Background: an optimization exercise with open tools, aiming at small area, a short achievable clock period and few clock cycles. Do not read the settings as production practice. Only simulation tests tie the RTL to the original design; equivalence was not proved. Power is estimated from default activity; no workload was simulated.

[config.mk]
export PLATFORM = sky130hd
export DESIGN_NAME = cpu_8bit
export DESIGN_NICKNAME = cpu_8bit
export VERILOG_FILES = /design/flow/design.v
export SDC_FILE = /design/flow/constraint.sdc
export NUM_CORES = 4
export LEC_CHECK = 0
export ABC_AREA = 1
export CAP_MARGIN = 20
export CORE_MARGIN = 2
export CORE_UTILIZATION = 40
export SETUP_SLACK_MARGIN = 2.3
export SLEW_MARGIN = 20
[constraint.sdc]
create_clock -name core_clock -period 4.0 [get_ports {clk}]
set_input_delay 0.8000 -clock core_clock [delete_from_list [all_inputs] [get_ports {clk}]]
set_output_delay 0.8000 -clock core_clock [all_outputs]
set_load 0.01 [all_outputs]
[design.v]
module control_unit (
    input wire clk,
    input wire reset,
    input wire [7:0] data_in,
    output reg rd,
    output reg wr,
    output reg dsel,
    output reg sub,
    output reg [1:0] mop,
    output reg [3:0] mopd
);
    wire [3:0] op    = data_in[7:4];
    wire       ld    = !dsel && (op == 4'h1 || op == 4'h2 || op == 4'h3 || op == 4'h4);
    wire       st    = !dsel && (op == 4'h5);
    always @(posedge clk or posedge reset) begin
        if (reset) begin
            rd   <= 1'b0;
            wr   <= 1'b0;
            dsel <= 1'b0;
        end else begin
            rd   <= ld;
            wr   <= st;
            dsel <= ld || st;
        end
    end
    always @(posedge clk) begin
        sub  <= (op == 4'h2);
        mop  <= data_in[5:4];
        mopd <= data_in[3:0];
    end
endmodule
module datapath (
    input wire clk,
    input wire reset,
    input wire [7:0] data_in,
    input wire rd,
    input wire dsel,
    input wire sub,
    input wire [1:0] mop,
    output reg [7:0] pc,
    output reg [7:0] acc
);
    reg        carry;
    wire [3:0] op  = data_in[7:4];
    wire [3:0] opd = data_in[3:0];
    wire take = (op == 4'h9) ||
                (op == 4'hA && acc == 8'h00) ||
                (op == 4'hB && carry);
    always @(posedge clk or posedge reset) begin
        if (reset)
            pc <= 8'h00;
        else if (!dsel)
            pc <= take ? {4'h0, opd} : pc + 8'h01;
    end
    wire [7:0] ax = acc ^ {8{sub}};
    wire [8:0] s  = {1'b0, ax} + {1'b0, data_in};
    reg [7:0] acc_n;
    reg       c_n;
    always @(*) begin
        acc_n = acc;
        c_n   = carry;
        if (rd) begin
            case (mop)
                2'b01, 2'b10: begin acc_n = s[7:0] ^ {8{sub}}; c_n = s[8]; end
                2'b11: begin acc_n = acc & data_in; c_n = 1'b0; end
                default: begin acc_n = data_in; c_n = 1'b0; end
            endcase
        end else if (!dsel) begin
            case (op)
                4'h6: begin acc_n = ~acc; c_n = 1'b1; end
                4'h7: begin acc_n = {acc[6:0], 1'b0}; c_n = acc[7]; end
                4'h8: begin acc_n = {1'b0, acc[7:1]}; c_n = 1'b0; end
                default: ;
            endcase
        end
    end
    always @(posedge clk or posedge reset) begin
        if (reset) begin
            acc   <= 8'h00;
            carry <= 1'b0;
        end else begin
            acc   <= acc_n;
            carry <= c_n;
        end
    end
endmodule
module cpu_8bit (
    input wire clk,
    input wire reset,
    input wire [7:0] data_in,
    output wire [7:0] data_out,
    output wire [7:0] address,
    output wire mem_write
);
    wire       rd;         
    wire       wr;         
    wire       dsel;       
    wire       sub;        
    wire [1:0] mop;        
    wire [3:0] mopd;       
    wire [7:0] pc;
    wire [7:0] acc;
    control_unit ctrl (
        .clk(clk),
        .reset(reset),
        .data_in(data_in),
        .rd(rd),
        .wr(wr),
        .dsel(dsel),
        .sub(sub),
        .mop(mop),
        .mopd(mopd)
    );
    datapath dp (
        .clk(clk),
        .reset(reset),
        .data_in(data_in),
        .rd(rd),
        .dsel(dsel),
        .sub(sub),
        .mop(mop),
        .pc(pc),
        .acc(acc)
    );
    assign address   = dsel ? {4'h0, mopd} : pc;
    assign data_out  = acc;
    assign mem_write = wr;
endmodule
[flow/run.sh]
#!/bin/bash
# Standard layout, except: no full/half-adder cells in synthesis, plain
# buffers on the ports, and resizing free to change a cell's footprint.
export BUFFER_PORTS_ARGS="-buffer_cell sky130_fd_sc_hd__buf_2"
bash standard.sh ADDER_MAP_FILE= MATCH_CELL_FOOTPRINT=0 finish > standard.log 2>&1
[standard.sh]
#!/bin/bash
# synth_recipe.tcl (not shown) runs the flow's synth.tcl, then flattens the netlist and writes it again
# the make line also repeats each setting of config.mk as NAME=value (left out here)
make -C /OpenROAD-flow-scripts/flow DESIGN_CONFIG=/design/flow/config.mk WORK_HOME=/design/flow/orfs CLKGATE_MAP_FILE= SYNTH_SCRIPT=/design/flow/synth_recipe.tcl "${@:-finish}"
==> results of run 1 <==
[cells in the mapped netlist (7+ instances only)]
library cell  number
a21oi_1           14
nand2_2            9
nor2_1            34
inv_1             38
nand3_1           28
xor2_1             7
dfxtp_1            7
o21ai_0           22
nand2_1           94
dfrtp_1           20
[state kept, by name, indices dropped and copies added (netlist names)]
register,cells
ctrl.mopd,4
dp.acc,8
ctrl.sub,1
dp.carry,1
dp.pc,8
ctrl.dsel,1
ctrl.rd,1
ctrl.wr,1
ctrl.mop,2
[critical path: stages (launching register included)]
cell and delay, ns:
dfrtp_2 0.49, nor2_1 0.20, nor2_1 0.08, buf_2 0.14
[layout make-up]
class	instances	area, µm²
tap	70	87.58
timing repair buffer	72	615.6
multi-input combinational	254	1570
clock buffer	3	41.29
fill	497	1949
sequential	27	655.6
inverter	43	212.7
clock inverter	1	7.507
[layer usage]
layer / part of all wire (%) / up-vias / global-route usage (%)
met5: 0 / - / 0
met1: 46 / 1163 / 31.41
met2: 46 / 103 / 34.87
met3: 5.6 / 21 / 3.372
met4: 2.2 / 0 / 6.429
li1: - / 1225 / -
[cell usage in the layout, fill, tap and decap left out, types with 3 or more instances in the layout]
cell type and instances:
nand2_1 71, buf_4 41, inv_1 26, nand2_2 23
nor2_1 21, nand3_1 20, o21ai_0 13, a21oi_1 13
buf_2 13, nand2_4 11, nor2_2 11, dfrtp_1 11
buf_6 10, nand3_2 9, o21ai_1 9, dfrtp_2 9
inv_2 8, nor2_4 7, xor2_1 6, dfxtp_1 6
buf_12 5, inv_4 4, nand4_1 3, nor3_1 3
o221ai_1 3, o22ai_1 3, o211ai_1 3, clkbuf_8 3
[power by group]
part | internal (W) | switching (W)
combinational | 0.000400 | 0.000510
sequential | 0.000344 | 0.0000871
clock | 0.0000710 | 0.0000955
[worst paths after layout]
kind	start	to	cells after the start
worst max register to register	ctrl.sub$_DFF_P_	dp.acc[6]$_DFFE_PP0P_	11
worst max-delay path	ctrl.dsel$_DFF_PP0_	address[0]	3
worst min register to register	dp.pc[7]$_DFFE_PP0N_	dp.pc[7]$_DFFE_PP0N_	2
min in group asynchronous	reset	dp.pc[7]$_DFFE_PP0N_	2
worst min-delay path	dp.pc[7]$_DFFE_PP0N_	dp.pc[7]$_DFFE_PP0N_	2
max in group asynchronous	reset	dp.acc[2]$_DFFE_PP0P_	2
[metrics by stage]
stage | cells | setup slack [ns] | area (µm²) | power, W
floorplan | 331 | 2.167 | 2205 | 0.0008887
global placement | 420 | 1.758 | 2350 | 0.001054
detailed placement | 420 | 1.740 | 2350 | 0.001059
CTS | 452 | 2.030 | 2783 | 0.001356
global route | 470 | 2.002 | 3191 | 0.001616
finish | 470 | 2.006 | 3191 | 0.001508
[kinds of logic (layout without fill, tap and decap cells)]
kind of cell	after synthesis	after routing	share of synthesized area (%)
xor gates and xnor gates	9	9	3.665
DFF	27	27	29.78
buffers and inverters	51	119	10.65
and+or+nand+nor	185	186	39.38
AOI/OAI and AO/OA	59	59	16.52
[what timing repair did]
item	4_1_cts	5_1_grt
cloned	0	1
gates resized for setup	52	79
buffers inserted	28	17
pin swaps	18	39
setup endpoints to repair	30	29
==> summary.txt, run 1 <==
P&R area growth vs syn - 48.34%
Final ANT Viol Nets - 0
Diodes inserted - 0
DIE WIDTH - 77.33 µm
count of final setup violators - 0
TritonCTS clock tree - done
reg2reg setup slack - 2.29 ns
Fin Hold WS - 0.5567 ns
Synth area leaders - dfrtp_1 23%, nand2_1 16%, inv_1 6.6%
library cells used by synthesis - 41
Vias - 2,512
Data required, critical path - 3.20 ns
H-tree depth - 1
Final Cycle Share - 49.86%
Post-Syn Nets - 341
Synth area leader - dfrtp_1
DRT iter0 DRCs - 200
CTS Buf Count - 3
post-synthesis sequential area ratio - 29.78%
Max Slew Vio Count - 0
VDD IR max - 0.0002579 V
Placer Congestion - 0.8514
Setup TNS - 0 ns
Mean Syn Cell Area - 6.498 µm²
Bufs on Longest Clock Path - 2
Util after Layout - 62.07%
final-stage net count - 411
Detail Placement HPWL - 4561 µm
Slew HR - 46.16%
Worst-Margin Slew - 0.8068 ns
layout cell share with drive strength beyond 1 - 44.75%
crit-path max FO - 6
WL final - 6839 µm
TritonRoute pass-1 iters - 4
CTS root buf - clkbuf_8
CP Launch Type - flip-flop
Cells after Synth - 331
area share of the largest cell type after synthesis - 23.27%
Row Count - 26
Clk Latency, worst-skew pair - 0.29 ns
largest net degree at the start of global routing - 21
Sink Count - 27
number of synthesized flops with an enable pin - 0
Initial Utilization - 41.85%
Die Y - 77.33 µm
synth warn - 2
fraction of registers with async set/reset - 74.07%
number of global-route vias before repair - 2,228
status - finished clean
crit path DAT - 1.19 ns
first-pass GRT wire length - 10,740 µm
Core Region - 5140 µm²
Mapped Area - 2151 µm²
GR Util All Layers - 22.13%
Tmin final - 1.994 ns
cell leakage power - 1.545 nW
f_max - 501.5 MHz
min-delay worst type - reg2reg
Wirelength per Cell - 14.55 µm
Hold-fix buffers, CTS - 0
# DRC - 0
Fin. Hold Viols - 0
Die ar. - 5980 µm²
Seq cells post-synth - 27
initial antenna violation count - 0
clk_skew - 0.008898 ns
crit path capture type - primary output
Power per Cell Area - 472.5 nW/µm²
clk slew on worst S/H paths - 0.10 ns
post-DR vias/cell - 5.345
Top FF cell, synth - dfrtp_1
grt total ovfl - 0
unrepaired setup endpoints after global routing - yes
IO buf count - 26
io pins - 27
Max-Cap Viols - 0
critical path class - reg2out
Testbench counts, summed over its fixed seeds: cycles 52,861.
==> run 2: changes to the inputs <==
--- a/config.mk
+++ b/config.mk
@@ -9,5 +9,5 @@
 export CAP_MARGIN = 20
 export CORE_MARGIN = 2
 export CORE_UTILIZATION = 40
-export SETUP_SLACK_MARGIN = 2.3
+export SETUP_SLACK_MARGIN = 2.6
 export SLEW_MARGIN = 20
==> run 2 against run 1 <==
Effect of this change: flip-flop and latch count did not move; design area is 15% higher; critical path depth is the same; clock skew down 0.0049 ns; combinational power grew 23%; critical path type unchanged; critical endpoint is now address[2]; largest cell class unchanged.
==> summary.txt, run 2 <==
Synth area leaders - dfrtp_1 23%, nand2_1 16%, inv_1 6.6%
DIE WIDTH - 77.33 µm (unchanged)
Clk Latency, worst-skew pair - 0.28 ns (about the same)
Wirelength per Cell - 15.67 µm (+7.7%)
cell leakage power - 1.695 nW (+9.7%)
Tmin final - 2.021 ns (+0.02669 ns)
VDD IR max - 0.0003009 V (+17%)
CTS root buf - clkbuf_8
DRT iter0 DRCs - 228 (+14%)
CP top delay family - flip-flops
placed cell count - 420 (unchanged)
grt total ovfl - 0 (unchanged)
layout cell share with drive strength beyond 1 - 54.78% (+10 points)
IO buf count - 26 (unchanged)
post-DR vias/cell - 5.320 (-0.47%)
min-delay worst type - in2async
io pins - 27 (unchanged)
fill count - 409 (-18%)
pre-CTS setup slack - 1.775 ns (+0.03445 ns)
Diodes inserted - 0 (unchanged)
P&R area growth vs syn - 69.98%
Detail Placement HPWL - 4379 µm (-4.0%)
Switching Fraction - 45.51% (-0.40 points)
f_max - 494.8 MHz (-1.3%)
Power per Cell Area - 469.6 nW/µm² (-0.62%)
CP cell instances - buf_6 -> o21ai_2 -> buf_2
CP Launch Type - flip-flop
Die ar. - 5980 µm² (unchanged)
Row Count - 26 (unchanged)
Final WS setup - 1.979 ns (-0.02669 ns)
Setup TNS - 0 ns (unchanged)
multi-input logic area - 1758 µm² (+12%)
largest net degree at the start of global routing - 21 (unchanged)
critical path class - reg2out
Data required, critical path - 3.20 ns (about the same)
count of final setup violators - 0 (unchanged)
number of global-route vias before repair - 2,239 (+0.49%)
most frequent cells in the layout - 57 x nand2_1, 51 x buf_4, 33 x nand2_2
library cells used by synthesis - 41 (unchanged)
TritonCTS clock tree - done
synth warn - 2 (unchanged)
crit-path max FO - 5 (-1)
Synth area leader - dfrtp_1
Max Slew Vio Count - 0 (unchanged)
number of synthesized flops with an enable pin - 0 (unchanged)
CTS Buf Count - 3 (unchanged)
Final ANT Viol Nets - 0 (unchanged)
H-tree depth - 1 (unchanged)
first-pass GRT wire length - 10,860 µm (+1.2%)
most common cell after layout, fill and taps aside - nand2_1
Max-Cap Viols - 0 (unchanged)
initial antenna violation count - 0 (unchanged)
Buf/Inv on CP - 2 (+1)
Max stage delay on crit path - 0.55 ns (+0.06 ns)
most common cell in the netlist - nand2_1
largest registers - dp.acc (8), dp.pc (8), ctrl.mopd (4)
Fin. Hold Viols - 0 (unchanged)
Vias - 2,596 (+3.3%)
Clock power frac - 9.5% (-1.5 points)
Fin Hold WS - 0.5345 ns (-0.02222 ns)
final-stage net count - 429 (+4.4%)
Net Switching - 0.0007813 W (+13%)
FF/Latch Area - 656.9 µm² (+0.19%)
sequential share of power - 25.2% (-3.4 points)
WL final - 7646 µm (+12%)
post-synthesis sequential area ratio - 29.78% (unchanged)
crit path DAT - 1.22 ns (+0.03 ns)
Sink Count - 27 (unchanged)
slowest CP cell - dfrtp_4
Layout Cells excl Fill - 488 (+3.8%)
Cells after Synth - 331 (unchanged)
post-layout power - 0.001717 W (+14%)
Hold-fix buffers, CTS - 0 (unchanged)
P_int - 0.0009354 W (+15%)
clk slew on worst S/H paths - 0.10 ns (about the same)
Post-Syn Nets - 341 (unchanged)
Bufs on Longest Clock Path - 2 (unchanged)
# DRC - 0 (unchanged)
TritonRoute pass-1 iters - 5 (+1)
Mapped Area - 2151 µm² (unchanged)
Seq cells post-synth - 27 (unchanged)
Worst-Margin Slew - 0.4949 ns (-0.3118 ns)
Top FF cell, synth - dfrtp_1
status - finished clean
Placer Congestion - 0.8795 (+3.3%)
crit path capture type - primary output
Initial Utilization - 41.85% (unchanged)
Die Y - 77.33 µm (unchanged)
Core Region - 5140 µm² (unchanged)
unrepaired setup endpoints after global routing - yes
Slew HR - 66.93% (+21 points)
Final Cycle Share - 50.52% (+0.67 points)
area share of the largest cell type after synthesis - 23.27% (unchanged)
Mean Syn Cell Area - 6.498 µm² (unchanged)
GR Util All Layers - 22.25% (+0.12 points)
Logic pwr share - 65.2% (+4.9 points)
fraction of registers with async set/reset - 74.07% (unchanged)
clk_skew - 0.004037 ns (-0.004861 ns)
Post-synth top cells - 94 x nand2_1, 38 x inv_1, 34 x nor2_1
run 2: changes by cell type in the layout (fill, tap and decap cells not counted), sizes merged:
cell,previous run,this run
buf,70,91
nand2,105,104
clkbuf,5,4
clkinv,2,4
inv,40,37
run 2: final timing paths:
check	slack [ns]	to	cells after the start	from
worst min-delay path	0.53	dp.pc[6]$_DFFE_PP0N_	2	reset
worst max register to register	2.29	dp.acc[7]$_DFFE_PP0P_	15	dp.acc[0]$_DFFE_PP0P_
max in group asynchronous	3.14	ctrl.dsel$_DFF_PP0_	2	reset
worst max-delay path	1.98	address[2]	3	ctrl.dsel$_DFF_PP0_
worst min register to register	0.57	dp.carry$_DFFE_PP0P_	2	dp.carry$_DFFE_PP0P_
min in group core_clock	0.57	dp.carry$_DFFE_PP0P_	2	dp.carry$_DFFE_PP0P_
run 2: kinds of logic (layout without fill, tap and decap cells):
family                    after synthesis  in the layout  synth area share [%]
AOI/OAI and AO/OA                      59             59                 16.52
xor gates and xnor gates                9              9                 3.665
and+or+nand+nor                       185            185                 39.38
buffers and inverters                  51            138                 10.65
DFF                                    27             27                 29.78
run 2: routing by layer:
layer	track usage (%)	vias to the layer above	wire length, µm
met2	35.04	89	3800
li1	-	1258	-
met4	5.000	0	155
met3	3.023	16	421
met5	0	-	0
met1	32.41	1233	3268
run 2: metrics by stage:
step | area, µm² | util, %
after floorplan | 2261 | -
after global placement | 2399 | 46.67
after detailed placement | 2399 | 46.67
after CTS | 2957 | 57.52
after global routing | 3656 | 71.13
final | 3656 | 71.13
run 2: power groups by stage:
stage	Combinational [W]	Sequential (W)	Clock, W
2_1_floorplan	0.000499	0.000414	0
3_3_place_gp	0.000630	0.000440	0
3_5_place_dp	0.000633	0.000441	0
4_1_cts	0.000839	0.000420	0.000166
5_1_grt	0.00122	0.000441	0.000176
6_report	0.00112	0.000433	0.000164
run 2: what timing repair did:
| item | CTS | global route |
|---|---|---|
| pin swaps | 11 | 46 |
| buffers inserted | 28 | 36 |
| endpoints found under the hold margin | 0 | 0 |
| setup endpoints to repair | 35 | 43 |
| gates resized for setup | 88 | 123 |
run 2: area by class of cell:
cell class / instances / share of cell area, %
multi-input combinational: 253 / 48.08
timing repair buffer: 91 / 23.51
sequential: 27 / 17.97
inverter: 43 / 6.810
tap: 70 / 2.396
clock buffer: 4 / 1.232
run 2: worst register-to-register path, stage by stage, from the launching register on:
cell and delay (ns):
dfrtp_1 0.42, buf_6 0.13, nand2_2 0.07, nand2_4 0.06
nor2_4 0.13, nand3_4 0.10, nand2_8 0.12, nand2_4 0.06
nand2_4 0.09, nand2_2 0.06, nand2_2 0.06, nand2_1 0.05
nand3_1 0.09, nand2_1 0.06, nand2_1 0.05, nand2_1 0.04
==> run 3: changes to the inputs <==
--- a/config.mk
+++ b/config.mk
@@ -5,9 +5,9 @@
 export SDC_FILE = /design/flow/constraint.sdc
 export NUM_CORES = 4
 export LEC_CHECK = 0
-export ABC_AREA = 1
+export ABC_AREA = 0
 export CAP_MARGIN = 20
 export CORE_MARGIN = 2
 export CORE_UTILIZATION = 40
-export SETUP_SLACK_MARGIN = 2.6
+export SETUP_SLACK_MARGIN = 2.0
 export SLEW_MARGIN = 20
==> run 3 against run 2 <==
Effect of this change: still clean on timing, DRC and antenna; fmax down 9.7%; flip-flop and latch count unchanged; clock skew up 0.0025 ns; die area up 6.6%; design area down 11%; power down 8.1%; routed wire length down 3.3%; setup slack worse by 0.22 ns; synthesized area up 7.0%; combinational power down 16%; clock-buffer cell count unchanged; hold slack worse by 0.019 ns; largest cell class unchanged; highest routed layer unchanged.
==> summary.txt, run 3 <==
reg2reg setup slack - 1.79 ns (-0.50 ns)
clk slew on worst S/H paths - 0.10 ns (about the same)
Initial Utilization - 41.53% (-0.31 points)
critical path class - in2reg
WL final - 7393 µm (-3.3%)
grt total ovfl - 0 (unchanged)
Hold-fix buffers, CTS - 0 (unchanged)
Hold Path Sink - dp.pc[4]$_DFFE_PP0N_
area share of the largest cell type after synthesis - 21.75% (-1.5 points)
FF/Latch Area - 659.4 µm² (+0.38%)
Core Region - 5540 µm² (+7.8%)
Vias - 2,516 (-3.1%)
TritonCTS clock tree - done
Critical Path Start - data_in[1]
DIE WIDTH - 79.85 µm (+3.3%)
VDD IR max - 0.0002511 V (-17%)
Post-synth top cells - 23 x nand2_1, 20 x dfrtp_1, 19 x o21ai_0
Row Count - 27 (+3.8%)
Bufs on Longest Clock Path - 2 (unchanged)
Tmin final - 2.238 ns (+0.2168 ns)
cell area after layout - 3244 µm² (-11%)
post-DR vias/cell - 6.034 (+13%)
Setup TNS - 0 ns (unchanged)
layout cell share with drive strength beyond 1 - 40.58% (-14 points)
fill count - 512 (+25%)
Util after Layout - 58.56% (-13 points)
initial antenna violation count - 0 (unchanged)
Layout Cells excl Fill - 417 (-15%)
Die ar. - 6375 µm² (+6.6%)
DRT iter0 DRCs - 176 (-23%)
Diodes inserted - 0 (unchanged)
placed cell areas - 2381 µm² (-0.73%)
status - finished clean
Worst-Margin Slew - 0.8809 ns (+0.3860 ns)
crit path capture type - flip-flop
number of global-route vias before repair - 2,089 (-6.7%)
cell leakage power - 1.365 nW (-19%)
RR Startpoint - dp.acc[3]$_DFFE_PP0P_
crit path DAT - 2.45 ns (+1.23 ns)
Synth area leaders - dfrtp_1 22%, dfxtp_1 6.1%, xor2_1 5.3%
CP top delay family - multiplexers
IO buf count - 26 (unchanged)
Max-Cap Viols - 0 (unchanged)
min-delay worst type - reg2reg
Data required, critical path - 4.21 ns (+1.01 ns)
CP cell instances - buf_12 -> mux2_4 -> a32oi_4 -> nand2_2 -> maj3_2 -> a21boi_2 -> mux2_4 -> nand4b_1
CP Launch Type - primary input
Seq cells post-synth - 27 (unchanged)
Detail Placement HPWL - 3887 µm (-11%)
Die Y - 79.85 µm (+3.3%)
clk_skew - 0.006540 ns (+0.002503 ns)
Cells after Synth - 287 (-13%)
Synth area leader - dfrtp_1
most frequent cells in the layout - 56 x buf_4, 22 x nand2_1, 16 x buf_2
fraction of registers with async set/reset - 74.07% (unchanged)
slowest CP cell - maj3_2
P&R area growth vs syn - 41.00%
TritonRoute pass-1 iters - 5 (unchanged)
number of synthesized flops with an enable pin - 0 (unchanged)
placed cell count - 352 (-16%)
library cells used by synthesis - 63 (+54%)
multi-input logic area - 1665 µm² (-5.3%)
Buf/Inv on CP - 1 (-1)
io pins - 27 (unchanged)
Slew HR - 41.21% (-26 points)
GR Util All Layers - 21.05% (-1.2 points)
Worst Hold Depth - 1
post-synthesis sequential area ratio - 27.84% (-1.9 points)
synth warn - 2 (unchanged)
Max Slew Vio Count - 0 (unchanged)
unrepaired setup endpoints after global routing - yes
FF-to-FF End - dp.acc[7]$_DFFE_PP0P_
Final ANT Viol Nets - 0 (unchanged)
count of final setup violators - 0 (unchanged)
first-pass GRT wire length - 10,580 µm (-2.5%)
CTS root buf - clkbuf_8
H-tree depth - 1 (unchanged)
crit-path max FO - 6 (+1)
Final Cycle Share - 55.94% (+5.4 points)
Fin. Hold Viols - 0 (unchanged)
Reg2Reg Depth - 7 (-8)
most common cell in the netlist - nand2_1
Wirelength per Cell - 17.73 µm (+13%)
# DRC - 0 (unchanged)
Clk Latency, worst-skew pair - 0.28 ns (about the same)
Mapped Area - 2301 µm² (+7.0%)
CTS Buf Count - 3 (unchanged)
final-stage net count - 356 (-17%)
Top FF cell, synth - dfrtp_1
largest net degree at the start of global routing - 25 (+19%)
Max stage delay on crit path - 0.38 ns (-0.17 ns)
Placer Congestion - 0.8711 (-0.96%)
Power per Cell Area - 486.4 nW/µm² (+3.6%)
largest registers - dp.acc (8), dp.pc (8), ctrl.mopd (4)
Mean Syn Cell Area - 8.017 µm² (+23%)
most common cell after layout, fill and taps aside - buf_4
worst hold start - dp.pc[4]$_DFFE_PP0N_
Post-Syn Nets - 297 (-13%)
f_max - 446.9 MHz (-9.7%)
crit-path most repeated cell - mux2_4
Sink Count - 27 (unchanged)
==> run 3: through the flow <==
stage / setup slack, ns / hold slack (ns) / power (W)
after global placement: 1.186 / 0.4920 / 0.001113
after global routing: 1.713 / 0.5625 / 0.001682
after detailed placement: 1.118 / 0.5020 / 0.001122
after floorplan: 1.566 / 0.4682 / 0.0009911
final: 1.762 / 0.5156 / 0.001578
after CTS: 1.786 / 0.5151 / 0.001460
==> run 3: cell families (layout without fill, tap and decap cells) <==
kind of cell               after synthesis  in the layout  share of synthesized area (%)
adders and majority gates                2              2                         0.9787
AOI/OAI and AO/OA                       93             93                          28.60
DFF                                     27             27                          27.84
buffers and inverters                   42            100                          8.374
muxes                                   10             10                          4.839
xor gates and xnor gates                17             17                          6.471
and+or+nand+nor                         96             96                          22.89
==> run 3: layout make-up <==
| type | count | area share, % |
|---|---|---|
| inverters | 8 | 0.9256 |
| flip-flops and latches | 27 | 20.32 |
| multi-input cells | 218 | 51.33 |
| clock buffers | 4 | 1.388 |
| well taps | 72 | 2.777 |
| repair buffers | 88 | 23.25 |
==> run 3: report_power, final <==
group / total [W] / leakage (nW) / switching (W) / internal, W
Clock: 0.000162 / 0.0228 / 0.0000900 / 0.0000715
Combinational: 0.000936 / 1.04 / 0.000464 / 0.000472
Sequential: 0.000480 / 0.299 / 0.000132 / 0.000348
==> run 3: repair_timing <==
item                       CTS  global route
pin swaps                   21            10
gates resized for setup     59            27
setup endpoints to repair   27            25
setup buffers               25            35
cloned                       0             1
==> run 3: worst max path at each step <==
stage	cells after the start	endpoint	slack, ns
6_report	8	dp.acc[5]$_DFFE_PP0P_	1.76
2_1_floorplan	9	dp.acc[5]$_DFFE_PP0P_	1.57
5_1_grt	8	dp.acc[5]$_DFFE_PP0P_	1.71
4_1_cts	8	dp.acc[5]$_DFFE_PP0P_	1.79
3_5_place_dp	7	dp.acc[5]$_DFFE_PP0P_	1.12
3_3_place_gp	7	dp.acc[5]$_DFFE_PP0P_	1.19
==> run 3: metal layers <==
metal	global-route usage, %	wire length, µm
met1	30.22	3353
met4	5.763	93
met3	2.376	463
met2	33.36	3482
met5	0	0
==> run 4: changes to the inputs <==
--- a/config.mk
+++ b/config.mk
@@ -5,7 +5,7 @@
 export SDC_FILE = /design/flow/constraint.sdc
 export NUM_CORES = 4
 export LEC_CHECK = 0
-export ABC_AREA = 0
+export ABC_AREA = 1
 export CAP_MARGIN = 20
 export CORE_MARGIN = 2
 export CORE_UTILIZATION = 40
==> run 4 against run 3 <==
Effect of this change: power shrank 22%; clock skew shrank 0.0036 ns; largest power group unchanged; synthesized area shrank 6.5%.
==> summary.txt, run 4 <==
CTS root buf - clkbuf_8
first-pass GRT wire length - 10,060 µm (-5.0%)
status - finished clean
slowest CP cell - dfrtp_2
most frequent cells in the layout - 94 x nand2_1, 35 x inv_1, 29 x nor2_1
most common cell in the netlist - nand2_1
TritonRoute pass-1 iters - 5 (unchanged)
library cells used by synthesis - 41 (-35%)
Bufs on Longest Clock Path - 2 (unchanged)
Synth area leaders - dfrtp_1 23%, nand2_1 16%, inv_1 6.6%
Die Y - 77.33 µm (-3.1%)
pre-CTS setup slack - 1.668 ns (+0.5499 ns)
VDD IR max - 0.0002912 V (+16%)
post-layout power - 0.001226 W (-22%)
final-stage net count - 374 (+5.1%)
Die ar. - 5980 µm² (-6.2%)
Final Cycle Share - 49.63% (-6.3 points)
Util after Layout - 48.05% (-11 points)
Diodes inserted - 0 (unchanged)
FF/Latch Area - 645.6 µm² (-2.1%)
Mapped Area - 2151 µm² (-6.5%)
Worst Hold Depth - 2 (+1)
crit-path max FO - 8 (+2)
synth warn - 2 (unchanged)
fill count - 557 (+8.8%)
GR Util All Layers - 20.54% (-0.51 points)
Detail Placement HPWL - 4499 µm (+16%)
initial antenna violation count - 0 (unchanged)
fraction of registers with async set/reset - 74.07% (unchanged)
most common cell after layout, fill and taps aside - nand2_1
TritonCTS clock tree - done
Tmin final - 1.985 ns (-0.2526 ns)
unrepaired setup endpoints after global routing - yes
Final WS setup - 2.015 ns (+0.2526 ns)
CTS Buf Count - 3 (unchanged)
Reg2Reg Depth - 10 (+3)
clk_skew - 0.002968 ns (-0.003572 ns)
number of global-route vias before repair - 2,098 (+0.43%)
P&R area growth vs syn - 14.83%
crit path DAT - 1.19 ns (-1.26 ns)
DIE WIDTH - 77.33 µm (-3.1%)
count of final setup violators - 0 (unchanged)
Initial Utilization - 41.85% (+0.31 points)
Cells after Synth - 331 (+15%)
cell leakage power - 1.250 nW (-8.4%)
critical path class - reg2out
grt total ovfl - 0 (unchanged)
f_max - 503.8 MHz (+13%)
Worst-Margin Slew - 0.8261 ns (-0.05489 ns)
H-tree depth - 1 (unchanged)
CP cell instances - buf_4 -> nand2_1 -> o21ai_0 -> buf_2
Placer Congestion - 0.9450 (+8.5%)
# DRC - 0 (unchanged)
crit path capture type - primary output
Setup TNS - 0 ns (unchanged)
Sink Count - 27 (unchanged)
largest net degree at the start of global routing - 21 (-16%)
min-delay worst type - reg2reg
Row Count - 26 (-3.7%)
Clk Latency, worst-skew pair - 0.27 ns (about the same)
Synth area leader - dfrtp_1
Top FF cell, synth - dfrtp_1
Slew HR - 44.87% (+3.7 points)
Mean Syn Cell Area - 6.498 µm² (-19%)
post-DR vias/cell - 5.303 (-12%)
largest registers - dp.acc (8), dp.pc (8), ctrl.mopd (4)
Post-synth top cells - 94 x nand2_1, 38 x inv_1, 34 x nor2_1
IO buf count - 26 (unchanged)
Final ANT Viol Nets - 0 (unchanged)
layout cell share with drive strength beyond 1 - 21.21% (-19 points)
Post-Syn Nets - 341 (+15%)
number of synthesized flops with an enable pin - 0 (unchanged)
WL final - 5915 µm (-20%)
Seq cells post-synth - 27 (unchanged)
clk slew on worst S/H paths - 0.09 ns (about the same)
multi-input logic area - 1311 µm² (-21%)
io pins - 27 (unchanged)
CP Launch Type - flip-flop
Max Slew Vio Count - 0 (unchanged)
Max stage delay on crit path - 0.50 ns (+0.12 ns)
Data required, critical path - 3.20 ns (-1.01 ns)
Max-Cap Viols - 0 (unchanged)
Fin. Hold Viols - 0 (unchanged)
Wirelength per Cell - 13.66 µm (-23%)
Core Region - 5140 µm² (-7.2%)
Vias - 2,296 (-8.7%)
post-synthesis sequential area ratio - 29.78% (+1.9 points)
DRT iter0 DRCs - 133 (-24%)
area share of the largest cell type after synthesis - 23.27% (+1.5 points)
Power per Cell Area - 496.5 nW/µm² (+2.1%)
-- run 4: cell count changes after synthesis, sizes merged, moves of 5 or more --
cell / change
nand3: +16
mux2: -6
o211ai: -7
nand2: +81
buf: -16
inv: +35
o22a: -6
clkbuf: -10
a31oi: -5
xor2: -7
nor2: +22
nor2b: -10
-- run 4: final timing paths --
path / endpoint / startpoint / slack (ns)
hold reg to reg: dp.carry$_DFFE_PP0P_ / dp.carry$_DFFE_PP0P_ / 0.55
max in group asynchronous: ctrl.dsel$_DFF_PP0_ / reset / 2.76
setup / recovery: address[2] / ctrl.dsel$_DFF_PP0_ / 2.01
min in group asynchronous: dp.pc[6]$_DFFE_PP0N_ / reset / 0.67
setup reg to reg: dp.carry$_DFFE_PP0P_ / dp.acc[4]$_DFFE_PP0P_ / 2.10
hold / removal: dp.carry$_DFFE_PP0P_ / dp.carry$_DFFE_PP0P_ / 0.55
-- run 4: where the power goes --
group	internal (W)	total (W)	leakage (nW)	switching [W]
clock	0.0000714	0.000158	0.0228	0.0000864
sequential	0.000338	0.000434	0.304	0.0000965
combinational	0.000245	0.000634	0.923	0.000389
-- run 4: kinds of logic (layout without fill, tap and decap cells) --
kind of cell / Yosys count / in the layout / share of synthesized area (%)
and+or+nand+nor: 185 / 185 / 39.38
xor gates and xnor gates: 9 / 9 / 3.665
buffers and inverters: 51 / 83 / 10.65
AOI/OAI and AO/OA: 59 / 59 / 16.52
DFF: 27 / 27 / 29.78
-- run 4: worst max-delay path, delay by kind of cell (launching register included) --
family | cells | cell delay, ns
flops | 1 | 0.50
buf+inv | 2 | 0.30
compound gates | 1 | 0.06
simple gates | 1 | 0.04
-- run 4: routing by layer --
metal  part of all wire (%)  track usage, %
met5                      0               0
met3                    6.7           3.023
met1                     49           30.23
met2                     44           31.57
met4                   0.95           5.179
-- run 4: repair_timing --
action / CTS / global route
hold buffers: 0 / 0
endpoints found under the setup margin: 10 / 19
pin swaps: 0 / 2
resized for setup: 5 / 13
buffers inserted: 4 / 6
endpoints found under the hold margin: 0 / 0
-- run 4: cell type report --
type	instances	share of cell area, %
multi-input cells	253	53.09
flip-flops and latches	27	26.14
repair buffers	36	8.460
inverters	43	6.940
well taps	70	3.546
clock buffers	4	1.824
-- run 4: stage by stage --
stage | std cells | cell area, µm² | hold WS, ns
floorplan | 331 | 2151 | 0.4893
global placement | 419 | 2303 | 0.5141
detailed placement | 419 | 2303 | 0.5284
CTS | 427 | 2384 | 0.5454
global route | 433 | 2470 | 0.5819
finish | 433 | 2470 | 0.5518
==> run 5: changes to the inputs <==
--- a/config.mk
+++ b/config.mk
@@ -9,5 +9,5 @@
 export CAP_MARGIN = 20
 export CORE_MARGIN = 2
 export CORE_UTILIZATION = 40
-export SETUP_SLACK_MARGIN = 2.0
+export SETUP_SLACK_MARGIN = 1.8
 export SLEW_MARGIN = 20
==> run 5 against run 4 <==
Effect of this change: cell count down 1.8%; synthesized cell count unchanged; sequential power about the same; largest cell class unchanged; routed wire length down 1.3%; register-to-register slack worse by 0.08 ns.
==> summary.txt, run 5 <==
status - finished clean
GRT met1 Usage - 29.94% (-0.29 points)
# DRC - 0 (unchanged)
Worst Hold Depth - 2 (unchanged)
min-delay worst type - reg2reg
Final Cycle Share - 52.36% (+2.7 points)
Data required, critical path - 3.20 ns (about the same)
Max stage delay on crit path - 0.49 ns (about the same)
critical path class - reg2out
M3 GR Usage - 3.023% (unchanged)
slowest CP cell - dfrtp_2
Util after Layout - 46.11% (-1.9 points)
Synth area leaders - dfrtp_1 23%, nand2_1 16%, inv_1 6.6%
portion of netlist area occupied by mux cells - 0% (unchanged)
Core Region - 5140 µm² (unchanged)
fill count - 565 (+1.4%)
CP Launch Type - flip-flop
VDD IR max - 0.0002857 V (-1.9%)
crit-path most repeated cell - nand2_1
Reg2Reg Depth - 9 (-1)
Power per Cell Area - 509.4 nW/µm² (+2.6%)
Setup TNS - 0 ns (unchanged)
crit-path max FO - 9 (+1)
synth warn - 2 (unchanged)
FF-to-FF End - dp.carry$_DFFE_PP0P_
TritonCTS clock tree - done
CTS Buf Count - 3 (unchanged)
Sink Count - 27 (unchanged)
count of final setup violators - 0 (unchanged)
most common cell after layout, fill and taps aside - nand2_1
largest net degree at the start of global routing - 21 (unchanged)
Top FF cell, synth - dfrtp_1
most common cell in the netlist - nand2_1
io pins - 27 (unchanged)
CTS root buf - clkbuf_8
IO buf count - 26 (unchanged)
Diodes inserted - 0 (unchanged)
Post-synth top cells - 94 x nand2_1, 38 x inv_1, 34 x nor2_1
first-pass GRT wire length - 9956 µm (-1.0%)
CP cell instances - clkinvlp_4 -> nand2_1 -> nand2_1 -> buf_2
layout cell share with drive strength beyond 1 - 17.75% (-3.5 points)
number of synthesized flops with an enable pin - 0 (unchanged)
H-tree depth - 1 (unchanged)
Wirelength per Cell - 13.74 µm (+0.57%)
Max Slew Vio Count - 0 (unchanged)
Mapped Area - 2151 µm² (unchanged)
crit path to - address[3]
Synth Area in Simple Gates - 39.38% (unchanged)
final-stage net count - 366 (-2.1%)
Bufs on Longest Clock Path - 2 (unchanged)
Die Y - 77.33 µm (unchanged)
main combinational cell family by area after synthesis - simple AND/OR/NAND/NOR gates
XOR/XNOR Fraction of Synth Area - 3.665% (unchanged)
f_max - 477.5 MHz (-5.2%)
Synth area leader - dfrtp_1
Cells after Synth - 331 (unchanged)
Die ar. - 5980 µm² (unchanged)
Post-Syn Nets - 341 (unchanged)
TritonRoute pass-1 iters - 5 (unchanged)
Worst-Margin Slew - 0.8362 ns (+0.01016 ns)
Fin. Hold Viols - 0 (unchanged)
grt total ovfl - 0 (unchanged)
RR Startpoint - ctrl.mop[0]$_DFF_P_
Clk Latency, worst-skew pair - 0.27 ns (about the same)
Seq cells post-synth - 27 (unchanged)
most frequent cells in the layout - 94 x nand2_1, 36 x inv_1, 34 x nor2_1
Critical Path Start - ctrl.dsel$_DFF_PP0_
Initial Utilization - 41.85% (unchanged)
Final WS setup - 1.906 ns (-0.1094 ns)
Max-Cap Viols - 0 (unchanged)
library cells used by synthesis - 41 (unchanged)
post-DR vias/cell - 5.287 (-0.29%)
DRT iter0 DRCs - 188 (+41%)
Final ANT Viol Nets - 0 (unchanged)
Vias - 2,247 (-2.1%)
largest registers - dp.acc (8), dp.pc (8), ctrl.mopd (4)
crit path capture type - primary output
number of global-route vias before repair - 2,066 (-1.5%)
DIE WIDTH - 77.33 µm (unchanged)
reg2reg setup slack - 2.02 ns (-0.08 ns)
multi-input logic area - 1281 µm² (-2.3%)
FF/Latch Area - 643.1 µm² (-0.39%)
unrepaired setup endpoints after global routing - yes
post-synthesis compound-gate area fraction - 16.52% (unchanged)
initial antenna violation count - 0 (unchanged)
area share of the largest cell type after synthesis - 23.27% (unchanged)
Tmin final - 2.094 ns (+0.1094 ns)
cell leakage power - 1.204 nW (-3.7%)
pre-CTS setup slack - 1.668 ns (unchanged)
Mean Syn Cell Area - 6.498 µm² (unchanged)
clk slew on worst S/H paths - 0.09 ns (about the same)
clk_skew - 0.002286 ns (-0.0006824 ns)
met2 Usage GRT - 31.48% (-0.087 points)
Placer Congestion - 0.9450 (unchanged)
post-synthesis sequential area ratio - 29.78% (unchanged)
fraction of registers with async set/reset - 74.07% (unchanged)
Slew HR - 44.19% (-0.68 points)
GR peak layer - met2
WL final - 5839 µm (-1.3%)
Row Count - 26 (unchanged)
GR Util All Layers - 20.34% (-0.20 points)
Synth Area in Adders - 0% (unchanged)
Detail Placement HPWL - 4499 µm (unchanged)
Hold-fix buffers, CTS - 0 (unchanged)
crit path DAT - 1.29 ns (+0.10 ns)
P&R area growth vs syn - 10.18%
==> run 5: cell counts after synthesis <==
No cell type changed its count.
==> run 5: metrics by stage <==
stage / hold slack (ns) / cell area [µm²] / total power, W / cells
after floorplan: 0.4893 / 2151 / 0.0008768 / 331
after global placement: 0.5141 / 2303 / 0.001051 / 419
after detailed placement: 0.5284 / 2303 / 0.001046 / 419
after CTS: 0.5454 / 2350 / 0.001204 / 423
after global routing: 0.5800 / 2370 / 0.001330 / 425
final: 0.5393 / 2370 / 0.001207 / 425
==> run 5: where the power goes <==
group / leakage [nW] / switching (W) / internal [W]
Clock: 0.0228 / 0.0000857 / 0.0000714
Combinational: 0.878 / 0.000384 / 0.000232
Sequential: 0.304 / 0.0000961 / 0.000338
==> run 5: kinds of logic (layout without fill, tap and decap cells) <==
group                  Yosys count  count (layout)
flip-flops                      27              27
AO/OA/AOI/OAI                   59              59
XOR/XNOR                         9               9
buffers and inverters           51              75
AND/OR/NAND/NOR                185             185
==> run 5: final cells by class <==
type / count / area share, %
sequential: 27 / 27.14
tap: 70 / 3.696
multi-input combinational: 253 / 54.07
timing repair buffer: 28 / 6.125
clock buffer: 4 / 1.901
inverter: 43 / 7.075
==> run 5: per-layer routing <==
layer  share of wire [%]  wire length [µm]
met5                   0                 0
met1                  48              2826
met2                  44              2541
met4                 1.2                68
met3                 6.9               402
==> run 5: worst min path at each step <==
| stage | from | to | slack (ns) |
|---|---|---|---|
| floorplan | dp.pc[7]$_DFFE_PP0N_ | dp.pc[7]$_DFFE_PP0N_ | 0.49 |
| global placement | dp.pc[7]$_DFFE_PP0N_ | dp.pc[7]$_DFFE_PP0N_ | 0.51 |
| detailed placement | dp.carry$_DFFE_PP0P_ | dp.carry$_DFFE_PP0P_ | 0.53 |
| CTS | dp.pc[7]$_DFFE_PP0N_ | dp.pc[7]$_DFFE_PP0N_ | 0.55 |
| global route | dp.pc[6]$_DFFE_PP0N_ | dp.pc[6]$_DFFE_PP0N_ | 0.58 |
| finish | dp.pc[7]$_DFFE_PP0N_ | dp.pc[7]$_DFFE_PP0N_ | 0.54 |
==> run 5: worst max-delay path, delay by kind of cell (launching register included) <==
family / cells / cell delay, ns
flops: 1 / 0.49
buf+inv: 2 / 0.34
simple gates: 2 / 0.18
==> run 5: repair_timing <==
item                       4_1_cts  5_1_grt
resized for setup                1        3
setup buffers                    0        2
gates cloned                     0        0
setup endpoints to repair        3        9
==> run 6: changes to the inputs <==
==> flow/run.sh (replaced) <==
#!/bin/bash
# Standard layout, except: no full/half-adder cells in synthesis, plain
# buffers on the ports, and resizing free to change a cell's footprint.
export BUFFER_PORTS_ARGS="-buffer_cell sky130_fd_sc_hd__buf_1"
bash standard.sh ADDER_MAP_FILE= MATCH_CELL_FOOTPRINT=0 finish > standard.log 2>&1
--- a/config.mk
+++ b/config.mk
@@ -9,5 +9,5 @@
 export CAP_MARGIN = 20
 export CORE_MARGIN = 2
 export CORE_UTILIZATION = 40
-export SETUP_SLACK_MARGIN = 1.8
+export SETUP_SLACK_MARGIN = 2.0
 export SLEW_MARGIN = 20
==> run 6 against run 5 <==
Effect of this change: highest routed layer unchanged; largest cell class unchanged; critical path depth did not move; critical path type unchanged; still clean; setup slack better by 0.070 ns; power is 1.4% higher; sequential share of layout area is 0.53 points lower.
==> summary.txt, run 6 <==
Final ANT Viol Nets - 0 (unchanged)
Die ar. - 5980 µm² (unchanged)
Hold Path Sink - dp.pc[7]$_DFFE_PP0N_
reg2reg setup slack - 2.18 ns (+0.16 ns)
placed cell areas - 2278 µm² (-1.1%)
H-tree depth - 1 (unchanged)
RR Startpoint - dp.acc[4]$_DFFE_PP0P_
Power per Cell Area - 504.3 nW/µm² (-0.99%)
Max-Cap Viols - 0 (unchanged)
Fin. Hold Viols - 0 (unchanged)
Vias - 2,255 (+0.36%)
CP Launch Type - flip-flop
multi-input logic area - 1311 µm² (+2.3%)
TritonCTS clock tree - done
layout cell share with drive strength beyond 1 - 17.22% (-0.52 points)
WL final - 6017 µm (+3.0%)
Wirelength per Cell - 13.99 µm (+1.9%)
CTS Buf Count - 3 (unchanged)
TritonRoute pass-1 iters - 5 (unchanged)
largest net degree at the start of global routing - 21 (unchanged)
Placer Congestion - 0.8685 (-8.1%)
Hold-fix buffers, CTS - 0 (unchanged)
Sink Count - 27 (unchanged)
post-synthesis sequential area ratio - 29.78% (unchanged)
first-pass GRT wire length - 10,060 µm (+1.0%)
final-stage net count - 371 (+1.4%)
Tmin final - 2.024 ns (-0.06993 ns)
XOR/XNOR Fraction of Synth Area - 3.665% (unchanged)
Cells after Synth - 331 (unchanged)
fill count - 570 (+0.88%)
area share of the largest cell type after synthesis - 23.27% (unchanged)
Die Y - 77.33 µm (unchanged)
largest registers - dp.acc (8), dp.pc (8), ctrl.mopd (4)
cell area after layout - 2426 µm² (+2.4%)
Fin Hold WS - 0.5389 ns (-0.0004390 ns)
GR Util All Layers - 20.60% (+0.26 points)
Max Slew Vio Count - 0 (unchanged)
io pins - 27 (unchanged)
Worst-Margin Slew - 0.8233 ns (-0.01296 ns)
most common cell in the netlist - nand2_1
number of synthesized flops with an enable pin - 0 (unchanged)
main combinational cell family by area after synthesis - simple AND/OR/NAND/NOR gates
Final Cycle Share - 50.61% (-1.7 points)
Synth area leader - dfrtp_1
number of global-route vias before repair - 2,093 (+1.3%)
Diodes inserted - 0 (unchanged)
crit path DAT - 1.22 ns (-0.07 ns)
Core Region - 5140 µm² (unchanged)
Synth Area in Simple Gates - 39.38% (unchanged)
count of final setup violators - 0 (unchanged)
Synth area leaders - dfrtp_1 23%, nand2_1 16%, inv_1 6.6%
cell leakage power - 1.190 nW (-1.2%)
f_max - 494.0 MHz (+3.5%)
most frequent cells in the layout - 92 x nand2_1, 36 x inv_1, 30 x nor2_1
CTS root buf - clkbuf_8
post-DR vias/cell - 5.244 (-0.81%)
Detail Placement HPWL - 4488 µm (-0.24%)
Clk Latency, worst-skew pair - 0.27 ns (about the same)
critical path class - reg2out
crit path capture type - primary output
FF/Latch Area - 645.6 µm² (+0.39%)
FF-to-FF End - dp.acc[7]$_DFFE_PP0P_
grt total ovfl - 0 (unchanged)
portion of netlist area occupied by mux cells - 0% (unchanged)
fraction of registers with async set/reset - 74.07% (unchanged)
post-layout power - 0.001223 W (+1.4%)
clk_skew - 0.005464 ns (+0.003179 ns)
library cells used by synthesis - 41 (unchanged)
Data required, critical path - 3.20 ns (about the same)
Initial Utilization - 41.85% (unchanged)
VDD IR max - 0.0002006 V (-30%)
DIE WIDTH - 77.33 µm (unchanged)
CP cell instances - buf_6 -> nor2_2 -> nor2_1 -> clkbuf_2
Reg2Reg Depth - 13 (+4)
Slew HR - 45.06% (+0.86 points)
Worst Hold Depth - 2 (unchanged)
Top FF cell, synth - dfrtp_1
min-delay worst type - reg2reg
Post-Syn Nets - 341 (unchanged)
Util after Layout - 47.20% (+1.1 points)
crit-path max FO - 8 (-1)
P&R area growth vs syn - 12.80%
# DRC - 0 (unchanged)
slowest CP cell - dfrtp_2
Bufs on Longest Clock Path - 2 (unchanged)
synth warn - 2 (unchanged)
DRT iter0 DRCs - 138 (-27%)
Synth Area in Adders - 0% (unchanged)
Setup TNS - 0 ns (unchanged)
post-synthesis compound-gate area fraction - 16.52% (unchanged)
Critical Path Start - ctrl.dsel$_DFF_PP0_
unrepaired setup endpoints after global routing - yes
worst hold start - dp.pc[7]$_DFFE_PP0N_
Max stage delay on crit path - 0.46 ns (-0.03 ns)
initial antenna violation count - 0 (unchanged)
IO buf count - 26 (unchanged)
Mean Syn Cell Area - 6.498 µm² (unchanged)
Row Count - 26 (unchanged)
Post-synth top cells - 94 x nand2_1, 38 x inv_1, 34 x nor2_1
status - finished clean
most common cell after layout, fill and taps aside - nand2_1
clk slew on worst S/H paths - 0.09 ns (about the same)
Seq cells post-synth - 27 (unchanged)
Mapped Area - 2151 µm² (unchanged)
run 6: per-stage QoR:
stage,setup WS (ns),instances
after floorplan,2.034,331
after global placement,1.674,420
after detailed placement,1.612,420
after CTS,1.984,429
after global routing,1.934,430
final,1.976,430
run 6: worst max path at each step:
stage                             to  cells past startpoint
6_report                  address[0]                      4
5_1_grt                   address[3]                      4
4_1_cts                   address[3]                      4
3_5_place_dp   dp.acc[4]$_DFFE_PP0P_                      9
3_3_place_gp   dp.acc[5]$_DFFE_PP0P_                     11
2_1_floorplan   dp.pc[1]$_DFFE_PP0N_                      9
run 6: timing repair:
| item | in CTS | in global routing |
|---|---|---|
| endpoints found under the setup margin | 13 | 20 |
| endpoints found under the hold margin | 0 | 0 |
| gates resized for setup | 8 | 20 |
| pin swaps | 0 | 2 |
| buffers inserted | 5 | 1 |
run 6: power by group:
part,internal (W),switching [W],total [W]
Combinational,0.000233,0.000400,0.000633
Sequential,0.000338,0.0000969,0.000435
Clock,0.0000698,0.0000858,0.000156
Total,0.000640,0.000583,0.00122
run 6: worst max-delay path: cells and delay by family (launching register included):
| kind | cells | cell delay [ns] |
|---|---|---|
| buf+inv | 2 | 0.28 |
| flops | 1 | 0.46 |
| simple gates | 2 | 0.21 |
run 6: per-layer routing:
layer / vias up / global-route usage (%) / wire length, µm
li1: 1138 / - / -
met1: 1034 / 29.60 / 2869
met2: 79 / 33.57 / 2788
met3: 4 / 3.023 / 333
met4: 0 / 3.214 / 26
met5: - / 0 / 0
run 6: kinds of logic (layout without fill, tap and decap cells):
family	after synthesis	in the layout
xor+xnor	9	9
compound gates	59	59
flops	27	27
simple gates	185	185
buf+inv	51	80
run 6: layout make-up:
type / instances / area share (%)
sequential: 27 / 26.61
multi-input combinational: 253 / 54.05
clock buffer: 3 / 1.702
clock inverter: 1 / 0.2063
tap: 70 / 3.610
inverter: 43 / 6.911
timing repair buffer: 33 / 6.911
==> run 7: changes to the inputs <==
==> flow/run.sh (replaced) <==
#!/bin/bash
# Standard layout, except:
#  - synthesis maps with flow/abc.script and without full/half-adder cells,
#  - the ports get plain buffers,
#  - resizing may change a cell's footprint.
F=$(pwd)/flow
export FLOW_ABC_SCRIPT=$F/abc.script
export BUFFER_PORTS_ARGS="-buffer_cell sky130_fd_sc_hd__buf_2"
bash standard.sh SYNTH_SCRIPT=$F/synth_abc.tcl ADDER_MAP_FILE= MATCH_CELL_FOOTPRINT=0 finish > standard.log 2>&1
==> flow/abc.script (new file) <==
strash
dch
map -a -B 0.9
topo
stime -c
buffer -c
upsize -c
dnsize -c
==> flow/synth_abc.tcl (new file) <==
# synth_recipe.tcl with one change: abc runs the script in flow/abc.script
# instead of ORFS's abc_area.script. Everything else is the same.
proc synth {args} { yosys synth -nofsm -noshare {*}$args }
proc abc {args} {
  set i [lsearch -exact $args -script]
  if { $i >= 0 } { lset args [expr {$i + 1}] $::env(FLOW_ABC_SCRIPT) }
  yosys abc {*}$args
}
source $::env(SCRIPTS_DIR)/synth.tcl
# left out here: clear keep_hierarchy, flatten, clean up, hide names made inside functions, write 1_2_yosys.v
==> run 7 against run 6 <==
Effect of this change: still clean; clock power barely moved; via count fell by 12%; register-to-register slack got worse by 0.39 ns; largest power group unchanged.
==> summary.txt, run 7 <==
CTS Buf Count - 3 (unchanged)
Mean Syn Cell Area - 6.914 µm² (+6.4%)
crit-path most repeated cell - a21oi_2
post-synthesis sequential area ratio - 33.82% (+4.0 points)
# DRC - 0 (unchanged)
largest net degree at the start of global routing - 21 (unchanged)
Diodes inserted - 0 (unchanged)
P&R area growth vs syn - 29.66%
io pins - 27 (unchanged)
XOR/XNOR Fraction of Synth Area - 8.653% (+5.0 points)
Hold-fix buffers, CTS - 0 (unchanged)
library cells used by synthesis - 38 (-7.3%)
post-synthesis compound-gate area fraction - 22.32% (+5.8 points)
GRT met1 Usage - 25.50% (-4.1 points)
number of global-route vias before repair - 1,722 (-18%)
H-tree depth - 1 (unchanged)
most common cell after layout, fill and taps aside - nor2_1
largest registers - dp.acc (8), dp.pc (8), ctrl.mopd (4)
f_max - 450.8 MHz (-8.7%)
Row Count - 25 (-3.8%)
M3 GR Usage - 3.177% (+0.15 points)
status - finished clean
Vias - 1,992 (-12%)
Top FF cell, synth - dfrtp_1
Slew HR - 43.59% (-1.5 points)
CP cell instances - buf_8 -> o21ai_4 -> a21oi_2 -> nand3_2 -> inv_2 -> nor2_4 -> o21ai_2 -> nand4_2 -> a21oi_2 -> inv_1 -> nand2_1 -> xor2_1 -> nor2_1 -> a311oi_1 -> o21ai_1
IO buf count - 26 (unchanged)
TritonCTS clock tree - done
Placer Congestion - 0.8587 (-1.1%)
initial antenna violation count - 0 (unchanged)
DRT iter0 DRCs - 97 (-30%)
GR peak layer - met2
Max stage delay on crit path - 0.21 ns (-0.25 ns)
DIE WIDTH - 72.82 µm (-5.8%)
crit path capture type - flip-flop
area share of the largest cell type after synthesis - 26.42% (+3.2 points)
Synth area leader - dfrtp_1
Wirelength per Cell - 14.19 µm (+1.4%)
Bufs on Longest Clock Path - 2 (unchanged)
most common cell in the netlist - inv_1
Mapped Area - 1894 µm² (-12%)
Die ar. - 5302 µm² (-11%)
clk_skew - 0.009298 ns (+0.003834 ns)
CP Launch Type - primary input
Tmin final - 2.218 ns (+0.1938 ns)
main combinational cell family by area after synthesis - simple AND/OR/NAND/NOR gates
grt total ovfl - 0 (unchanged)
Worst-Margin Slew - 0.8453 ns (+0.02201 ns)
Synth area leaders - dfrtp_1 26%, inv_1 8.7%, nor2_1 8.5%
CTS root buf - clkbuf_8
Detail Placement HPWL - 3683 µm (-18%)
VDD IR max - 0.0003092 V (+54%)
fraction of registers with async set/reset - 74.07% (unchanged)
Post-Syn Nets - 284 (-17%)
post-layout power - 0.001363 W (+11%)
Post-synth top cells - 44 x inv_1, 43 x nor2_1, 38 x nand2_1
met2 Usage GRT - 35.96% (+2.4 points)
Max-Cap Viols - 0 (unchanged)
Synth Area in Adders - 0% (unchanged)
most frequent cells in the layout - 37 x nor2_1, 36 x nand2_1, 35 x inv_1
Die Y - 72.82 µm (-5.8%)
Final ANT Viol Nets - 0 (unchanged)
WL final - 5322 µm (-12%)
Clk Latency, worst-skew pair - 0.28 ns (about the same)
unrepaired setup endpoints after global routing - yes
portion of netlist area occupied by mux cells - 0% (unchanged)
Seq cells post-synth - 27 (unchanged)
slowest CP cell - a311oi_1
min-delay worst type - reg2reg
Initial Utilization - 40.92% (-0.93 points)
layout cell share with drive strength beyond 1 - 31.15% (+14 points)
Sink Count - 27 (unchanged)
GR Util All Layers - 19.83% (-0.78 points)
clk slew on worst S/H paths - 0.10 ns (about the same)
post-DR vias/cell - 5.312 (+1.3%)
cell area after layout - 2456 µm² (+1.2%)
Power per Cell Area - 555.0 nW/µm² (+10%)
TritonRoute pass-1 iters - 4 (-1)
final-stage net count - 332 (-11%)
first-pass GRT wire length - 8142 µm (-19%)
count of final setup violators - 0 (unchanged)
Final Cycle Share - 55.46% (+4.8 points)
number of synthesized flops with an enable pin - 0 (unchanged)
Core Region - 4629 µm² (-9.9%)
Data required, critical path - 4.17 ns (+0.97 ns)
synth warn - 2 (unchanged)
CP top delay family - compound AO/OA/AOI/OAI gates
crit-path max FO - 3 (-5)
Buf/Inv on CP - 3 (+1)
placed cell areas - 2083 µm² (-8.6%)
Max Slew Vio Count - 0 (unchanged)
Cells after Synth - 274 (-17%)
critical path class - in2reg
Fin. Hold Viols - 0 (unchanged)
cell leakage power - 1.178 nW (-0.97%)
crit path DAT - 2.38 ns (+1.16 ns)
Synth Area in Simple Gates - 23.38% (-16 points)
Setup TNS - 0 ns (unchanged)
## run 7: cell types whose count changed in the layout (fill, tap and decap cells not counted), moves of 4 or more
| cell | before | now |
|---|---|---|
| nor2_1 | 30 | 37 |
| a31oi_1 | 2 | 6 |
| buf_2 | 1 | 23 |
| a21oi_2 | 0 | 4 |
| xnor2_1 | 2 | 6 |
| clkbuf_2 | 10 | 0 |
| buf_1 | 15 | 0 |
| buf_4 | 6 | 23 |
| a21oi_1 | 14 | 9 |
| nand2_1 | 92 | 36 |
| nand3_1 | 27 | 7 |
| nand2_2 | 10 | 3 |
| inv_2 | 5 | 11 |
## run 7: worst paths after layout
check / start / end / slack, ns / depth (start not counted)
hold / removal: dp.carry$_DFFE_PP0P_ / dp.carry$_DFFE_PP0P_ / 0.52 / 1
max in group asynchronous: reset / dp.acc[2]$_DFFE_PP0P_ / 2.74 / 2
setup / recovery: data_in[0] / dp.acc[6]$_DFFE_PP0P_ / 1.78 / 15
setup reg to reg: dp.acc[1]$_DFFE_PP0P_ / dp.acc[6]$_DFFE_PP0P_ / 1.79 / 15
hold reg to reg: dp.carry$_DFFE_PP0P_ / dp.carry$_DFFE_PP0P_ / 0.52 / 1
min in group asynchronous: reset / ctrl.rd$_DFF_PP0_ / 0.67 / 2
## run 7: per-stage QoR
step	cells	setup slack (ns)	util [%]	hold slack, ns
detailed placement	344	1.426	45.00	0.5029
global placement	344	1.486	45.00	0.5005
floorplan	274	1.779	-	0.4765
CTS	361	1.853	49.16	0.5269
finish	375	1.782	53.05	0.5223
global route	375	1.616	53.05	0.5525
## run 7: logic make-up (layout without fill, tap and decap cells)
family	count (synthesis)	count (layout)
AOI/OAI and AO/OA	69	69
buffers and inverters	57	104
DFF	27	27
xor gates and xnor gates	17	17
and+or+nand+nor	104	104
## run 7: what timing repair did
action                                  CTS  global route
endpoints found under the setup margin   20            21
cloned                                    0             1
pin swaps                                16             6
buffers inserted                         13            13
resized for setup                        21            21
## run 7: area by class of cell
class,count,area (µm²)
clock buffers,4,45.04
fillers,474,2173
inverters,47,183.9
multi-input cells,190,1135
flip-flops and latches,27,648.1
well taps,54,67.56
repair buffers,52,371.6
repair inverters,1,5.005
## run 7: routing by layer
metal  routed length [µm]  vias up
met5                    0        -
met2                 2593       57
met3                  235        6
met4                   73        0
li1                     -     1001
met1                 2420      928
## run 7: power breakdown
part / leakage, nW / total (W) / internal, W / switching, W
clock: 0.0228 / 0.000158 / 0.0000714 / 0.0000869
combinational: 0.854 / 0.000752 / 0.000341 / 0.000411
sequential: 0.302 / 0.000453 / 0.000350 / 0.000103
total: 1.18 / 0.00136 / 0.000763 / 0.000601
## run 7: worst register-to-register path, cell delays in order, from the launching register on
cell	delay (ns)
dfrtp_2	0.46
xnor2_4	0.20
nor2_4	0.06
inv_2	0.07
nand3_2	0.08
inv_2	0.10
nor2_4	0.05
o21ai_2	0.17
nand4_2	0.13
a21oi_2	0.17
inv_1	0.06
nand2_1	0.06
xor2_1	0.15
nor2_1	0.06
a311oi_1	0.21
o21ai_1	0.08

what the ideal ports hide:
How much do the figures lean on ideal ports? The routed layouts below were timed once more, with nothing changed but the port constraints. Step 1 (the two cells are an assumption about what drives the block):
set clk [get_ports {clk}]
set_driving_cell -lib_cell sky130_fd_sc_hd__clkbuf_16 $clk
set_driving_cell -lib_cell sky130_fd_sc_hd__buf_2 [delete_from_list [all_inputs] $clk]
Step 2 times the ports against the registers' clock, not the clock port: input delays grow and output delays shrink by t, the midpoint of the rising clock arrivals with the driver on. Slacks: ideal ports / drivers / drivers and shift; pairs: ideal ports / drivers.
run | t (ns) | setup WS [ns] | worst hold slack (ns)
run 1 | 0.311 | 2.006 / 1.976 / 1.923 | 0.557 / 0.557 / 0.557
run 2 | 0.304 | 1.979 / 1.950 / 1.940 | 0.534 / 0.525 / 0.567
run 3 | 0.303 | 1.762 / 1.745 / 1.441 | 0.516 / 0.516 / 0.516
run 4 | 0.294 | 2.015 / 1.990 / 1.794 | 0.552 / 0.552 / 0.552
run 5 | 0.294 | 1.906 / 1.881 / 1.739 | 0.539 / 0.539 / 0.539
run 6 | 0.295 | 1.976 / 1.951 / 1.813 | 0.539 / 0.539 / 0.539
run 7 | 0.294 | 1.782 / 1.753 / 1.459 | 0.522 / 0.522 / 0.522
After both steps every run listed still meets setup and hold. The setup slack of run 7, which loses most, moves by -0.029 ns with the drivers and by -0.323 ns with both steps.
